This design comes from an exercise in tuning for small area, a short achievable clock period and few clock cycles on the open sky130 flow, not from production work.
Where RTL was checked, it was by simulation tests only, not by an equivalence proof against the original.
Power is estimated from default activity; no workload was simulated.

v33:
## stackMultiCycle
module stackMultiCycle(
	clk,
	rst,
	mem_addr,
	mem_rdata,
	mem_wdata,
	mem_we);
For scale: about 530 flip-flops.
clock: 4.0 ns
lec_check: 0
cap_margin: 20
core_margin: 2
core_utilization: 60
setup_slack_margin: 2.0
slew_margin: 20
run.sh (not shown) runs the stock make flow with config.mk's settings and CLKGATE_MAP_FILE= SYNTH_SCRIPT=/design/flow/synth_recipe.tcl, a recipe that flattens the netlist after the stock synthesis.
The flow did not stop early for v33: all stages ran, and the layout cleared the timing, design-rule and antenna checks.
### v33 -> v28
Settings: SETUP_SLACK_MARGIN changed from 2.0 to 2.3.
## What came out
Diff v33 -> v28: combinational share of power increased by 2.4 points relative to the old numbers; setup slack after layout increased by 0.060 ns relative to the old numbers. The final reports for v28 and v33 show largest stage delay on the critical path lower in the former. NOTE: met3 layer wire length in the routed design in v28 exceeds that of v33. v28 vs v33, maximum fanout encountered on the critical timing path went down by 255. v28 gives more layout-stage area growth over the synthesis result than v33 did. | die area | v28 vs v33 | ≈ equal |. Of v33 and v28, the lower power share of the clock group belongs to v33.
No functional check of the RTL was part of any run of this note.

Another version of the RTL of stackMultiCycle (not shown whole).
Size in the first run: ~1700 cells after synthesis, about 24 I/O pins, roughly 23000 um^2 of cells after synthesis.
Settings: LEC_CHECK=0, CAP_MARGIN=20, CORE_MARGIN=2, CORE_UTILIZATION=70, CTS_BUF_LIST=sky130_fd_sc_hd__clkbuf_8, CTS_CLUSTER_DIAMETER=50, CTS_CLUSTER_SIZE=20, PLACE_DENSITY=0.9, SETUP_SLACK_MARGIN=1.9, SLEW_MARGIN=20; clock period 4.0 ns.
The starting point went through all stages and came out clean.
Testbench counts at the start, summed over its fixed seeds: cycles 48,074.
Change:
==> flow/flow/run.sh (new file) <==
#!/bin/bash
# Standard layout, with port buffers of a plain buffer cell and resizing not
# held to the same cell footprint. Each tool's output goes to standard.log.
set -euo pipefail
bash standard.sh MATCH_CELL_FOOTPRINT=0 "BUFFER_PORTS_ARGS=-buffer_cell sky130_fd_sc_hd__buf_4" finish > standard.log 2>&1
==> flow/standard.sh (new file) <==
#!/bin/bash
# synth_recipe.tcl (not shown) runs the flow's synth.tcl, then flattens the netlist and writes it again
# the make line also repeats each setting of config.mk as NAME=value (left out here)
make -C /OpenROAD-flow-scripts/flow DESIGN_CONFIG=/design/flow/config.mk WORK_HOME=/design/flow/orfs CLKGATE_MAP_FILE= SYNTH_SCRIPT=/design/flow/synth_recipe.tcl "${@:-finish}"
--- a/flow/config.mk
+++ b/flow/config.mk
@@ -13,4 +13,3 @@
 export CTS_CLUSTER_SIZE = 20
-export PLACE_DENSITY = 0.9
-export SETUP_SLACK_MARGIN = 1.9
+export SETUP_SLACK_MARGIN = 1.8
 export SLEW_MARGIN = 20
removed: flow/run.sh
The new run ran to the end with no violations.
Final cell count came out lower by 1.2%.
Total power came out lower by 3.7%.
Worst setup slack is worse by 43 ps.
Count of clock-buffer cells in the layout is unchanged.
Clock skew barely changes.
Cell area came out lower by 1.7%.
Core utilization came out lower by 1.3 points.
Combinational power came out lower by 10%.
Sequential power barely changes.
Change:
==> flow/run.sh (new file) <==
#!/bin/bash
# synth_recipe.tcl (not shown) runs the flow's synth.tcl, then flattens the netlist and writes it again
# the make line also repeats each setting of config.mk as NAME=value (left out here)
make -C /OpenROAD-flow-scripts/flow DESIGN_CONFIG=/design/flow/config.mk WORK_HOME=/design/flow/orfs CLKGATE_MAP_FILE= SYNTH_SCRIPT=/design/flow/synth_recipe.tcl finish
--- a/flow/config.mk
+++ b/flow/config.mk
@@ -13,2 +13,3 @@
 export CTS_CLUSTER_SIZE = 20
+export PLACE_DENSITY = 0.8
 export SETUP_SLACK_MARGIN = 1.8
removed: flow/flow/run.sh
removed: flow/standard.sh
Result:
- total power is higher by 0.33%
- setup slack got worse by 6.6 ps
- global-route usage hardly moves
Change:
==> flow/flow/run.sh (new file) <==
#!/bin/bash
# Standard layout with port buffers of a plain buffer cell. Each tool's
# output goes to standard.log.
set -euo pipefail
bash standard.sh "BUFFER_PORTS_ARGS=-buffer_cell sky130_fd_sc_hd__buf_4" finish > standard.log 2>&1
==> flow/standard.sh (new file) <==
#!/bin/bash
# synth_recipe.tcl (not shown) runs the flow's synth.tcl, then flattens the netlist and writes it again
# the make line also repeats each setting of config.mk as NAME=value (left out here)
make -C /OpenROAD-flow-scripts/flow DESIGN_CONFIG=/design/flow/config.mk WORK_HOME=/design/flow/orfs CLKGATE_MAP_FILE= SYNTH_SCRIPT=/design/flow/synth_recipe.tcl "${@:-finish}"
--- a/flow/config.mk
+++ b/flow/config.mk
@@ -13,3 +13,2 @@
 export CTS_CLUSTER_SIZE = 20
-export PLACE_DENSITY = 0.8
 export SETUP_SLACK_MARGIN = 1.8
removed: flow/run.sh
Hold slack degrades by 92 ps. Sequential cell count does not change. Sequential power hardly moves. First-iteration DRC count went up by about a fifth. Count of clock-buffer cells in the layout stays the same. Setup slack degrades by 17 ps. Total power is about the same. Routed wire length went down by a few percent.
Change:
==> flow/run.sh (new file) <==
#!/bin/bash
# synth_recipe.tcl (not shown) runs the flow's synth.tcl, then flattens the netlist and writes it again
# the make line also repeats each setting of config.mk as NAME=value (left out here)
make -C /OpenROAD-flow-scripts/flow DESIGN_CONFIG=/design/flow/config.mk WORK_HOME=/design/flow/orfs CLKGATE_MAP_FILE= SYNTH_SCRIPT=/design/flow/synth_recipe.tcl finish
--- a/flow/config.mk
+++ b/flow/config.mk
@@ -13,3 +13,3 @@
 export CTS_CLUSTER_SIZE = 20
-export SETUP_SLACK_MARGIN = 1.8
+export SETUP_SLACK_MARGIN = 1.6
 export SLEW_MARGIN = 20
removed: flow/flow/run.sh
removed: flow/standard.sh
=> Flip-flop and latch count stays the same. Routed wire length came out lower by 1.4%. Non-clock buffer count rises by 3. Power stays flat. Fmax fell by 6.0%. Worst hold slack gets better by 92 ps.

static timing again, ports no longer ideal:
In the flow no input, the clock included, has a driving cell. The finished layouts below were timed again as built, in two steps. Step 1 assumes that a clkbuf_16 drives the clock port and a buf_2 every other input. Step 2 also shifts input and output timing later by t, the mid clock arrival at the registers, as if the neighbouring blocks saw the same clock. Three values: ideal, step 1, step 2; two values: the first two.
| run | t (ns) | setup WS [ns] | latest minus earliest clock arrival (ns) | slew at the worst register clock pin (ns) | cell pins on the clock port's net |
|---|---|---|---|---|---|
| v33 | 0.629 | 2.034 / 1.992 / 1.508 | 0.026 / 0.026 | 0.06 / 0.06 | 1 |
| v28 | 0.610 | 2.094 / 2.052 / 1.761 | 0.022 / 0.022 | 0.06 / 0.06 | 1 |
| the first run of note 2 | 0.652 | 1.879 / 1.832 / 1.390 | 0.040 / 0.040 | 0.12 / 0.12 | 1 |
| the second run of note 2 | 0.651 | 1.836 / 1.788 / 1.599 | 0.041 / 0.041 | 0.12 / 0.12 | 1 |
| the third run of note 2 | 0.649 | 1.829 / 1.780 / 1.221 | 0.061 / 0.061 | 0.12 / 0.12 | 1 |
| the fourth run of note 2 | 0.651 | 1.813 / 1.765 / 1.596 | 0.038 / 0.038 | 0.12 / 0.12 | 1 |
| the fifth run of note 2 | 0.640 | 1.672 / 1.624 / 1.100 | 0.029 / 0.028 | 0.11 / 0.11 | 1 |
After both steps setup and hold are still met in every run listed. For the third run of note 2, which loses most, drivers alone change the setup slack by -0.049 ns; drivers and shift together by -0.608 ns.
